Source: an optimization exercise on an open RTL-to-GDS flow (aim: small area). Production flows keep margins and buffers that such runs may drop.
Only simulation tests tie the RTL to the original design; equivalence was not proved.
Power and IR drop assume default switching activity.

Setup of job 103:
==> flow/design.v <==
module speck_uart_top_v3 (
    input  wire clk,
    input  wire rst,
    input  wire uart_rxd,
    output wire uart_txd
);
    localparam [2:0] S_CMD  = 3'd0,    
                     S_KEY  = 3'd1,    
                     S_BLK  = 3'd2,    
                     S_WAIT = 3'd3,    
                     S_RUN  = 3'd4,    
                     S_TX   = 3'd5;    
    reg  [2:0]  st;
    reg         fwd;       
    reg         dk;        
    reg  [4:0]  ph;
    reg  [4:0]  cnt;       
    reg  [3:0]  bn;        
    reg         rx_busy;
    reg         sp;        
    reg         rb;        
    reg         c0, c1, match;    
    reg         key_ok;
    reg         tx_out;
    reg  [31:0] X, Y, K, L0, L1, L2;
    reg  [7:0]  S8;        
    reg  [3:0]  S4;        
    reg         cy;        
    assign uart_txd = tx_out;
    wire slot_end = (ph == 5'd31);
    wire ph_0     = (ph == 5'd0);
    wire lo8      = (ph[4:3] == 2'b00);                        
    wire lo3      = lo8 & ~(ph[2] | (ph[1] & ph[0]));          
    wire hi3      = (ph[4:2] == 3'b111) & (ph[1] | ph[0]);     
    wire lt24     = ~(ph[4] & ph[3]);
    wire run  = (st == S_RUN);
    wire f_d  = run & fwd & ~dk;
    wire f_k  = run & fwd & dk;
    wire i_d  = run & ~fwd & ~dk;
    wire i_k  = run & ~fwd & dk;
    reg cb;
    always @(*) begin
        case (ph[2:0])
            3'd0:    cb = cnt[0];
            3'd1:    cb = cnt[1];
            3'd2:    cb = cnt[2];
            3'd3:    cb = cnt[3];
            default: cb = cnt[4];
        endcase
    end
    wire ib = lo8 & ~(ph[2] & (ph[1] | ph[0])) & (cb ^ ~fwd);
    wire p0  = ~dk ? X[0] : (fwd ? L0[0] : L2[0]);
    wire p8  = ~dk ? X[8] : L0[8];
    wire p3  = ~dk ? X[3] : L2[3];
    wire q0  = ~dk ? Y[0] : K[0];
    wire q3  = ~dk ? Y[3] : K[3];
    wire q29 = ~dk ? Y[29] : K[29];
    wire r   = ~dk ? K[0] : ib;
    wire qnew_i = hi3 ? S4[3] : (q3 ^ p3);
    wire ea     = fwd ? (lt24 ? p8 : S8[0]) : (p0 ^ r);
    wire eb     = fwd ? q0 : ~qnew_i;
    wire eci    = ph_0 ? ~fwd : cy;
    wire esum   = ea ^ eb ^ eci;
    wire pnew_f = esum ^ r;
    wire qnew_f = (lo3 ? q29 : S4[1]) ^ pnew_f;
    wire s8_in = fwd ? (lo8 ? p0 : S8[0]) : esum;
    wire s4_in = fwd ? q0 : (lo3 ? (q0 ^ p0) : S4[0]);
    wire hit    = (ph == {cnt[1:0], bn[2:0]});
    wire rx_win = rx_busy & ~bn[3] & hit;
    wire wr_key = rx_win & (st == S_KEY);
    wire wr_blk = rx_win & (st == S_BLK);
    wire wr_K   = wr_key & (cnt[3:2] == 2'd0);
    wire wr_L0  = wr_key & (cnt[3:2] == 2'd1);
    wire wr_L1  = wr_key & (cnt[3:2] == 2'd2);
    wire wr_L2  = wr_key & (cnt[3:2] == 2'd3);
    wire wr_X   = wr_blk & cnt[2];
    wire wr_Y   = wr_blk & ~cnt[2];
    wire hi8  = ph[4] & ph[3];                                  
    wire xfb  = wr_X ? rb : f_d ? pnew_f : (i_d & ~lo8) ? S8[0] : X[0];
    wire x7   = (i_d & hi8) ? esum : X[8];
    wire yfb  = wr_Y ? rb : f_d ? qnew_f : i_d ? qnew_i : Y[0];
    wire kfb  = wr_K ? rb : f_k ? qnew_f : i_k ? qnew_i : K[0];
    wire l0fb = wr_L0 ? rb : f_k ? L1[0] : i_k ? S8[0] : L0[0];
    wire l07  = (i_k & hi8) ? esum : L0[8];
    wire l1fb = wr_L1 ? rb : f_k ? L2[0] : i_k ? L0[0] : L1[0];
    wire l2fb = wr_L2 ? rb : f_k ? pnew_f : i_k ? L1[0] : L2[0];
    always @(posedge clk) begin
        X  <= {xfb,  X[31:9], x7, X[7:1]};
        Y  <= {yfb,  Y[31:1]};
        K  <= {kfb,  K[31:1]};
        L0 <= {l0fb, L0[31:9], l07, L0[7:1]};
        L1 <= {l1fb, L1[31:1]};
        L2 <= {l2fb, L2[31:1]};
        S8 <= {s8_in, S8[7:1]};
        S4 <= {s4_in, S4[3:1]};
        cy <= (ea & eb) | (ea & eci) | (eb & eci);
    end
    wire tapv = cnt[2] ? X[0] : Y[0];
    wire s_tx = (st == S_TX);
    wire cap  = s_tx & hit;
    wire rx_start = ~rx_busy & ~uart_rxd;
    wire smp      = rx_busy & (ph[3:0] == 4'd0) & (ph[4] == sp);
    wire smp_stop = smp & (bn == 4'd7);
    reg exp_bit;
    always @(*) begin
        case (bn[2:0])
            3'd1:    exp_bit = ~c1;
            3'd2:    exp_bit = c0 & c1;
            3'd3:    exp_bit = ~c0 & c1;
            3'd5:    exp_bit = 1'b1;
            default: exp_bit = 1'b0;
        endcase
    end
    wire cnt_26   = (cnt == 5'd26);
    wire cnt_31   = (cnt == 5'd31);
    wire pair_end = ~fwd & (~dk | c0);               
    wire run_end  = run & slot_end & pair_end & cnt_31;
    wire tx_last  = (bn == 4'd9) & (cnt[2:0] == 3'd7);
    always @(posedge clk or posedge rst) begin
        if (rst) begin
            st      <= S_CMD;
            rx_busy <= 1'b0;
            key_ok  <= 1'b0;
            tx_out  <= 1'b1;
        end else begin
            if (rx_start) rx_busy <= 1'b1;
            if (smp_stop) rx_busy <= 1'b0;
            if (smp_stop) begin
                case (st)
                    S_CMD: if (match) begin
                        if (c0 & c1)
                            st <= S_KEY;
                        else if (~c1 & key_ok)
                            st <= S_BLK;
                        else if (~c0 & c1)
                            key_ok <= 1'b0;
                    end
                    S_KEY: if (cnt_31) begin
                        st     <= S_CMD;
                        key_ok <= 1'b1;
                    end
                    default: if (cnt_31) st <= S_WAIT;
                endcase
            end
            if (slot_end) begin
                if (st == S_WAIT) st <= S_RUN;
                if (run_end)      st <= S_TX;
                if (s_tx & tx_last) st <= S_CMD;
            end
            if (run_end)
                tx_out <= 1'b0;
            else if (s_tx & slot_end)
                tx_out <= (bn == 4'd9) ? tx_last : (bn == 4'd8) ? 1'b1 : (cap ? tapv : rb);
        end
    end
    always @(posedge clk) begin
        ph <= ph + 5'd1;
        if (slot_end) begin
            if (st == S_WAIT) begin
                fwd <= 1'b1;
                dk  <= ~c0;
            end else if (run) begin
                if (fwd) begin
                    if (dk & cnt_26) fwd <= 1'b0;
                    dk <= ~dk | ~c0 | cnt_26;
                end else begin
                    dk <= pair_end;
                end
            end
        end
        if (rx_start) begin
            sp <= ~(ph[4] ^ ph[3]);
            bn <= 4'd14;
        end else if (smp) begin
            bn <= bn + 4'd1;
        end else if (run_end) begin
            bn <= 4'd0;
        end else if (s_tx & slot_end) begin
            bn <= (bn == 4'd9) ? 4'd0 : bn + 4'd1;
        end
        if (smp)
            rb <= uart_rxd;
        else if (cap)
            rb <= tapv;
        if (smp & (st == S_CMD)) begin
            if (bn == 4'd15) begin
                c0    <= uart_rxd;
                match <= 1'b1;
            end else if (bn == 4'd0) begin
                c1    <= uart_rxd;
            end else if (~bn[3] & (bn[2:0] != 3'd7)) begin
                if (uart_rxd != exp_bit) match <= 1'b0;
            end
        end
        if (smp_stop)
            cnt <= (st == S_CMD) ? {1'b1, ~c1, 3'b000} : cnt + 5'd1;
        else if (slot_end) begin
            if (run & fwd & dk & cnt_26)
                cnt <= ~cnt;
            else if ((run & (fwd ? dk : pair_end)) | (s_tx & (bn == 4'd9)))
                cnt <= cnt + 5'd1;
        end
    end
endmodule
==> flow/config.mk <==
export PLATFORM = sky130hd
export DESIGN_NAME = speck_uart_top_v3
export DESIGN_NICKNAME = speck_uart_top_v3
export VERILOG_FILES = /design/flow/design.v
export SDC_FILE = /design/flow/constraint.sdc
export NUM_CORES = 4
export LEC_CHECK = 0
export CAP_MARGIN = 20
export CORE_MARGIN = 2
export CORE_UTILIZATION = 40
export SLEW_MARGIN = 20
==> flow/constraint.sdc <==
create_clock -name core_clock -period 10.0 [get_ports {clk}]
set_input_delay 2.0000 -clock core_clock [delete_from_list [all_inputs] [get_ports {clk}]]
set_output_delay 2.0000 -clock core_clock [all_outputs]
set_load 0.01 [all_outputs]
standard.sh (not shown) runs the stock make flow with config.mk's settings and CLKGATE_MAP_FILE= SYNTH_SCRIPT=/design/flow/synth_recipe.tcl, a recipe that flattens the netlist after the stock synthesis.
==> flow/flow/run.sh <==
#!/bin/bash
# Own layout flow: the standard flow (standard.sh) with two changes.
#  1. After the standard synthesis, the combinational logic is re-mapped by
#     Yosys/ABC for area. Every flip-flop instance is kept as it is (same
#     name, same cell); the new netlist is checked against the standard one
#     with a combinational equivalence proof (flip-flops as cut points), and
#     the standard netlist is kept if the proof fails.
#  2. Clock tree synthesis uses small clock buffers and no dummy loads.
# Each tool writes its full output to a log file in this folder.
set -euo pipefail
export CTS_ARGS="-sink_clustering_enable -repair_clock_nets -dont_use_dummy_load -buf_list sky130_fd_sc_hd__clkbuf_4 -sink_clustering_size 10 -sink_clustering_max_diameter 40"

bash standard.sh synth > synth.log 2>&1

R=orfs/results/${FLOW_PLATFORM}/speck_uart_top_v3/base
LIB=${FLOW_HOME}/platforms/${FLOW_PLATFORM}/lib/sky130_fd_sc_hd__tt_025C_1v80.lib
YOSYS=${FLOW_HOME}/../tools/install/yosys/bin/yosys
[ -x "$YOSYS" ] || YOSYS=yosys

cp $R/1_2_yosys.v std_netlist.v
SEQ=$(grep -o "sky130_fd_sc_hd__[a-z]*df[a-z0-9_]*" std_netlist.v | sort -u | tr '\n' ' ')

cat > reopt.ys <<EOY
read_liberty -ignore_miss_func $LIB
blackbox $SEQ
read_verilog std_netlist.v
hierarchy -top ${FLOW_TOP}
flatten
opt -purge
abc -liberty $LIB -dont_use *probe* -dont_use *lpflow*
opt_clean -purge
hilomap -singleton -hicell sky130_fd_sc_hd__conb_1 HI -locell sky130_fd_sc_hd__conb_1 LO
splitnets
opt_clean -purge
insbuf -buf sky130_fd_sc_hd__buf_4 A X
stat -liberty $LIB
write_verilog -noattr -noexpr -nohex -nodec reopt_netlist.v
EOY

cat > equiv.ys <<EOY
read_liberty -ignore_miss_func $LIB
blackbox $SEQ
read_verilog std_netlist.v
rename ${FLOW_TOP} gold
read_verilog reopt_netlist.v
rename ${FLOW_TOP} gate
flatten gold gate
rename -hide w:_*
rename -hide w:*.*
opt_clean
equiv_make gold gate equiv
hierarchy -top equiv
equiv_simple -seq 0
equiv_status -assert
EOY

if "$YOSYS" -l reopt.log -s reopt.ys > /dev/null 2>&1 && \
   "$YOSYS" -l equiv.log -s equiv.ys > /dev/null 2>&1; then
    cp reopt_netlist.v $R/1_2_yosys.v
    touch $R/1_2_yosys.v
    echo "re-mapped netlist in use" > reopt_status.txt
else
    echo "re-mapping failed or not proven; standard netlist in use" > reopt_status.txt
fi

bash standard.sh > flow.log 2>&1
--- input diff job 103..job 102 ---
--- a/flow/design.v
+++ b/flow/design.v
@@ -10,12 +10,13 @@
                      S_WAIT = 3'd3,    
                      S_RUN  = 3'd4,    
                      S_TX   = 3'd5;    
     reg  [2:0]  st;
     reg         fwd;       
     reg         dk;        
+    reg         pk, pd;    
     reg  [4:0]  ph;
     reg  [4:0]  cnt;       
     reg  [3:0]  bn;        
     reg         rx_busy;
     reg         sp;        
     reg         rb;        
@@ -72,26 +73,24 @@
     wire wr_K   = wr_key & (cnt[3:2] == 2'd0);
     wire wr_L0  = wr_key & (cnt[3:2] == 2'd1);
     wire wr_L1  = wr_key & (cnt[3:2] == 2'd2);
     wire wr_L2  = wr_key & (cnt[3:2] == 2'd3);
     wire wr_X   = wr_blk & cnt[2];
     wire wr_Y   = wr_blk & ~cnt[2];
-    wire hi8  = ph[4] & ph[3];                                  
-    wire xfb  = wr_X ? rb : f_d ? pnew_f : (i_d & ~lo8) ? S8[0] : X[0];
-    wire x7   = (i_d & hi8) ? esum : X[8];
+    wire late_x = (i_d & ~lo8) | (pd & lo8);
+    wire xfb  = wr_X ? rb : f_d ? pnew_f : late_x ? S8[0] : X[0];
     wire yfb  = wr_Y ? rb : f_d ? qnew_f : i_d ? qnew_i : Y[0];
     wire kfb  = wr_K ? rb : f_k ? qnew_f : i_k ? qnew_i : K[0];
-    wire l0fb = wr_L0 ? rb : f_k ? L1[0] : i_k ? S8[0] : L0[0];
-    wire l07  = (i_k & hi8) ? esum : L0[8];
-    wire l1fb = wr_L1 ? rb : f_k ? L2[0] : i_k ? L0[0] : L1[0];
+    wire l0fb = wr_L0 ? rb : f_k ? L1[0] : (i_k | (pk & lo8)) ? S8[0] : L0[0];
+    wire l1fb = wr_L1 ? rb : f_k ? L2[0] : i_k ? ((pk & lo8) ? S8[0] : L0[0]) : L1[0];
     wire l2fb = wr_L2 ? rb : f_k ? pnew_f : i_k ? L1[0] : L2[0];
     always @(posedge clk) begin
-        X  <= {xfb,  X[31:9], x7, X[7:1]};
+        X  <= {xfb,  X[31:1]};
         Y  <= {yfb,  Y[31:1]};
         K  <= {kfb,  K[31:1]};
-        L0 <= {l0fb, L0[31:9], l07, L0[7:1]};
+        L0 <= {l0fb, L0[31:1]};
         L1 <= {l1fb, L1[31:1]};
         L2 <= {l2fb, L2[31:1]};
         S8 <= {s8_in, S8[7:1]};
         S4 <= {s4_in, S4[3:1]};
         cy <= (ea & eb) | (ea & eci) | (eb & eci);
     end
@@ -132,17 +131,17 @@
                             st <= S_KEY;
                         else if (~c1 & key_ok)
                             st <= S_BLK;
                         else if (~c0 & c1)
                             key_ok <= 1'b0;
                     end
-                    S_KEY: if (cnt_31) begin
+                    S_KEY: if (cnt[3:0] == 4'd15) begin
                         st     <= S_CMD;
                         key_ok <= 1'b1;
                     end
-                    default: if (cnt_31) st <= S_WAIT;
+                    default: if (cnt[2:0] == 3'd7) st <= S_WAIT;
                 endcase
             end
             if (slot_end) begin
                 if (st == S_WAIT) st <= S_RUN;
                 if (run_end)      st <= S_TX;
                 if (s_tx & tx_last) st <= S_CMD;
@@ -153,12 +152,14 @@
                 tx_out <= (bn == 4'd9) ? tx_last : (bn == 4'd8) ? 1'b1 : (cap ? tapv : rb);
         end
     end
     always @(posedge clk) begin
         ph <= ph + 5'd1;
         if (slot_end) begin
+            pk <= i_k;
+            pd <= i_d;
             if (st == S_WAIT) begin
                 fwd <= 1'b1;
                 dk  <= ~c0;
             end else if (run) begin
                 if (fwd) begin
                     if (dk & cnt_26) fwd <= 1'b0;
@@ -190,13 +191,13 @@
                 c1    <= uart_rxd;
             end else if (~bn[3] & (bn[2:0] != 3'd7)) begin
                 if (uart_rxd != exp_bit) match <= 1'b0;
             end
         end
         if (smp_stop)
-            cnt <= (st == S_CMD) ? {1'b1, ~c1, 3'b000} : cnt + 5'd1;
+            cnt <= (st == S_CMD) ? {~c1, ~c1, 3'b000} : cnt + 5'd1;
         else if (slot_end) begin
             if (run & fwd & dk & cnt_26)
                 cnt <= ~cnt;
             else if ((run & (fwd ? dk : pair_end)) | (s_tx & (bn == 4'd9)))
                 cnt <= cnt + 5'd1;
         end
--- outcome ---
From job 103 to job 102 the numbers moved as follows: cell area reported after detailed placement held steady, instance count on the critical path held steady, switching share of power shrank by 0.44 points, initial antenna violation count grew by 1, layout sequential cell count grew by 2. ~same post-route cell area in job 103 and job 102. Compared job 103 against job 102; synthesis-to-layout area growth within noise. Compared to job 103, job 102 has global-route wire length before repair about 8% lower.

========
## v6
Another version of the RTL of speck_uart_top_v3 (not shown whole).
Size in the first run: roughly 460 cells after synthesis, ~6000 um2 of cells after synthesis.
export LEC_CHECK = 0
export CAP_MARGIN = 20
export CORE_MARGIN = 2
export CORE_UTILIZATION = 65
export PLACE_DENSITY = 0.8
export SLEW_MARGIN = 20
create_clock -name core_clock -period 10.0 [get_ports {clk}]
==> flow/flow/run.sh <==
#!/bin/bash
# Own layout flow: the standard flow (standard.sh) with three changes.
#  1. After the standard synthesis, the combinational logic is re-mapped by
#     Yosys/ABC for area, with a few ABC scripts; the smallest result is kept.
#     Every flip-flop instance is kept as it is (same name, same cell); each
#     new netlist is checked against the standard one with a combinational
#     equivalence proof (flip-flops as cut points), and the standard netlist
#     is kept if no re-mapped netlist passes.
#  2. Clock tree synthesis uses small clock buffers and no dummy loads.
#  3. The port buffers are the smallest buffer cell.
# Each tool writes its full output to a log file in this folder.
set -euo pipefail
export BUFFER_PORTS_ARGS="-buffer_cell sky130_fd_sc_hd__buf_1"
export CTS_ARGS="-sink_clustering_enable -repair_clock_nets -dont_use_dummy_load -buf_list sky130_fd_sc_hd__clkbuf_4 -sink_clustering_size 10 -sink_clustering_max_diameter 40"

bash standard.sh synth > synth.log 2>&1

R=orfs/results/${FLOW_PLATFORM}/speck_uart_top_v3/base
LIB=${FLOW_HOME}/platforms/${FLOW_PLATFORM}/lib/sky130_fd_sc_hd__tt_025C_1v80.lib
YOSYS=${FLOW_HOME}/../tools/install/yosys/bin/yosys
[ -x "$YOSYS" ] || YOSYS=yosys

cp $R/1_2_yosys.v std_netlist.v
SEQ=$(grep -o "sky130_fd_sc_hd__[a-z]*df[a-z0-9_]*" std_netlist.v | sort -u | tr '\n' ' ')

SCRIPTS=(
  ""
  "-script +&get,-n;&st;&dch,-f;&nf,-R,1000;&put"
  "-script +&get,-n;&st;&dch,-f;&nf,-R,1000;&put;&get,-n;&st;&dch,-f;&nf,-R,1000;&put"
  "-script +&get,-n;&st;&syn2;&dch,-f;&nf,-R,1000;&put"
  "-script +&get,-n;&st;&if,-K,4,-a;&mfs;&st;&dch,-f;&nf,-R,1000;&put"
  "-script +&get,-n;&st;&if,-K,6,-a;&mfs;&st;&dch,-f;&nf,-R,1000;&put"
  "-script +&get,-n;&st;&dch,-f;&if,-K,3,-a;&mfs;&st;&dch,-f;&nf,-R,1000;&put"
  "-script +&get,-n;&st;&dch,-f;&if,-K,6,-a;&mfs;&st;&dch,-f;&nf,-R,1000;&put;&get,-n;&st;&dch,-f;&nf,-R,1000;&put"
)

best=""
best_area=""
for n in "${!SCRIPTS[@]}"; do
  cat > reopt_$n.ys <<EOY
read_liberty -ignore_miss_func $LIB
blackbox $SEQ
read_verilog std_netlist.v
hierarchy -top ${FLOW_TOP}
flatten
opt -purge
abc -liberty $LIB -dont_use *probe* -dont_use *lpflow* ${SCRIPTS[$n]}
opt_clean -purge
hilomap -singleton -hicell sky130_fd_sc_hd__conb_1 HI -locell sky130_fd_sc_hd__conb_1 LO
splitnets
opt_clean -purge
insbuf -buf sky130_fd_sc_hd__buf_4 A X
tee -o reopt_$n.stat stat -liberty $LIB
write_verilog -noattr -noexpr -nohex -nodec reopt_$n.v
EOY
  cat > equiv_$n.ys <<EOY
read_liberty -ignore_miss_func $LIB
blackbox $SEQ
read_verilog std_netlist.v
rename ${FLOW_TOP} gold
read_verilog reopt_$n.v
rename ${FLOW_TOP} gate
flatten gold gate
rename -hide w:_*
rename -hide w:*.*
opt_clean
equiv_make gold gate equiv
hierarchy -top equiv
equiv_simple -seq 0
equiv_status -assert
EOY
  if "$YOSYS" -l reopt_$n.log -s reopt_$n.ys > /dev/null 2>&1 && \
     "$YOSYS" -l equiv_$n.log -s equiv_$n.ys > /dev/null 2>&1; then
    area=$(awk '/Chip area for module/ {print $NF}' reopt_$n.stat | tail -1)
    echo "script $n: area $area, proven" >> reopt_status.txt
    if [ -z "$best" ] || awk -v a="$area" -v b="$best_area" 'BEGIN {exit !(a < b)}'; then
      best=$n
      best_area=$area
    fi
  else
    echo "script $n: failed or not proven" >> reopt_status.txt
  fi
done

if [ -n "$best" ]; then
  cp reopt_$best.v $R/1_2_yosys.v
  touch $R/1_2_yosys.v
  echo "re-mapped netlist $best in use (area $best_area)" >> reopt_status.txt
else
  echo "standard netlist in use" >> reopt_status.txt
fi

bash standard.sh > flow.log 2>&1
--- input diff v6..v7 ---
--- a/flow/design.v
+++ b/flow/design.v
@@ -1,47 +1,50 @@
 module speck_uart_top_v3 (
     input  wire clk,
     input  wire rst,
     input  wire uart_rxd,
     output wire uart_txd
 );
-    localparam [2:0] S_CMD  = 3'd0,    
-                     S_KEY  = 3'd1,    
-                     S_BLK  = 3'd2,    
-                     S_WAIT = 3'd3,    
-                     S_RUN  = 3'd4,    
-                     S_TX   = 3'd5,    
-                     S_DEC  = 3'd6;    
-    reg  [2:0]  st;
-    reg         fwd;       
-    reg         dk;        
+    localparam [3:0] S_CMD  = 4'b0000,    
+                     S_KEY  = 4'b0001,    
+                     S_BLK  = 4'b0010,    
+                     S_WAIT = 4'b0011,    
+                     S_DEC  = 4'b0100,    
+                     S_TX   = 4'b0101,    
+                     S_FD   = 4'b1100,    
+                     S_FK   = 4'b1101,    
+                     S_ID   = 4'b1000,    
+                     S_IK   = 4'b1001;    
+    reg  [3:0]  st;
+    wire        run = st[3];
+    wire        fwd = st[2];
+    wire        dk  = st[0];
     reg  [4:0]  ph;
     reg  [4:0]  cnt;       
     reg  [3:0]  bn;        
     reg         rx_busy;
     reg         sp;        
     reg         rb;        
     reg         c0;        
     reg         key_ok;
     reg         tx_out;
     reg  [31:0] X, Y, K, L0, L1, L2;
     reg  [7:0]  S8;        
     reg  [2:0]  S3;        
     reg         cy;        
     assign uart_txd = tx_out;
     wire slot_end = (ph == 5'd31);
     wire ph_0     = (ph == 5'd0);
     wire lo8      = (ph[4:3] == 2'b00);                        
     wire lo3      = lo8 & ~(ph[2] | (ph[1] & ph[0]));          
     wire hi3      = (ph[4:2] == 3'b111) & (ph[1] | ph[0]);     
     wire lt24     = ~(ph[4] & ph[3]);
-    wire run  = (st == S_RUN);
     wire f_d  = run & fwd & ~dk;
     wire f_k  = run & fwd & dk;
     wire i_d  = run & ~fwd & ~dk;
     wire i_k  = run & ~fwd & dk;
     reg cb;
     always @(*) begin
         case (ph[2:0])
             3'd0:    cb = cnt[0];
             3'd1:    cb = cnt[1];
             3'd2:    cb = cnt[2];
@@ -136,45 +139,48 @@
                 case (st)
                     S_CMD: st <= S_DEC;
                     S_KEY: if (cnt_31) begin
                         st     <= S_CMD;
                         key_ok <= 1'b1;
                     end
                     default: if (cnt_31) st <= S_WAIT;
                 endcase
             end
             if (slot_end) begin
-                if (st == S_WAIT) st <= S_RUN;
-                if (run_end)      st <= S_TX;
+                if (st == S_WAIT) st <= c0 ? S_FD : S_FK;
                 if (s_tx & tx_last) st <= S_CMD;
+                if (run) begin
+                    if (fwd) begin
+                        if (~dk)
+                            st <= S_FK;
+                        else if (cnt_26)
+                            st <= S_IK;
+                        else
+                            st <= c0 ? S_FD : S_FK;
+                    end else begin
+                        if (~pair_end)
+                            st <= S_ID;
+                        else if (cnt_31)
+                            st <= S_TX;
+                        else
+                            st <= S_IK;
+                    end
+                end
             end
             if (run_end)
                 tx_out <= 1'b0;
             else if (s_tx & slot_end)
                 tx_out <= (bn == 4'd9) ? tx_last : (bn == 4'd8) ? 1'b1 : (cap ? tapv : rb);
         end
     end
     always @(posedge clk) begin
         ph <= ph + 5'd1;
-        if (slot_end) begin
-            if (st == S_WAIT) begin
-                fwd <= 1'b1;
-                dk  <= ~c0;
-            end else if (run) begin
-                if (fwd) begin
-                    if (dk & cnt_26) fwd <= 1'b0;
-                    dk <= ~dk | ~c0 | cnt_26;
-                end else begin
-                    dk <= pair_end;
-                end
-            end
-        end
         if (rx_start) begin
             sp <= ~(ph[4] ^ ph[3]);
             bn <= 4'd14;
         end else if (smp) begin
             bn <= bn + 4'd1;
         end else if (run_end) begin
             bn <= 4'd0;
         end else if (s_tx & slot_end) begin
             bn <= (bn == 4'd9) ? 4'd0 : bn + 4'd1;
         end
Notes after the runs:
- From v6 to v7 the numbers moved as follows: power density over the cells up about 20%; sum of met3 wire segment lengths after detailed routing down about 22%.
- v7 vs v6 — post-synthesis net count dropped 3.
- Against v6, v7 comes in 0.23 ns lower on worst setup slack.
- In the metrics for v7 and v6, the one carrying the higher first-pass GRT wire length is v7.
- Compared with v6, in v7 total wire length moved up, clock share of power moved down.
- Relative to v6, count of mapped cells out of synthesis has gone down in v7.
- | fmax | v7 vs v6 | 20 MHz lower |
- Compared to v6, the number of flip-flops in v7 is lower.
- Sort v7 and v6 by number of global-route vias before repair, descending, and v6 comes first.
- Between v6 and v7, the flow reports core footprint decreasing slightly.
- Compared with v6, per-cell via count in the routed design in v7 decreased slightly.

static timing again, ports no longer ideal:
How much do the figures lean on ideal ports? The routed layouts below were timed once more, with nothing changed but the port constraints.
Step 1 sets driving cells, clkbuf_16 on the clock port and buf_2 on the other inputs (assumed; they add their load-dependent delay and slew).
Step 2 times the ports against the registers' clock, not the clock port: input delays grow and output delays shrink by t, the midpoint of the rising clock arrivals with the driver on.
Three values: ideal, step 1, step 2; two values: the first two.
run	t (ns)	setup WS [ns]	worst setup path after step 2
job 103	0.627	6.338 / 6.308 / 6.670	register to register
job 102	0.633	6.355 / 6.318 / 6.695	input to register
v6	0.599	6.725 / 6.696 / 6.817	register to register
v7	0.615	6.493 / 6.493 / 6.493	register to register
After both steps every run listed still meets setup and hold.
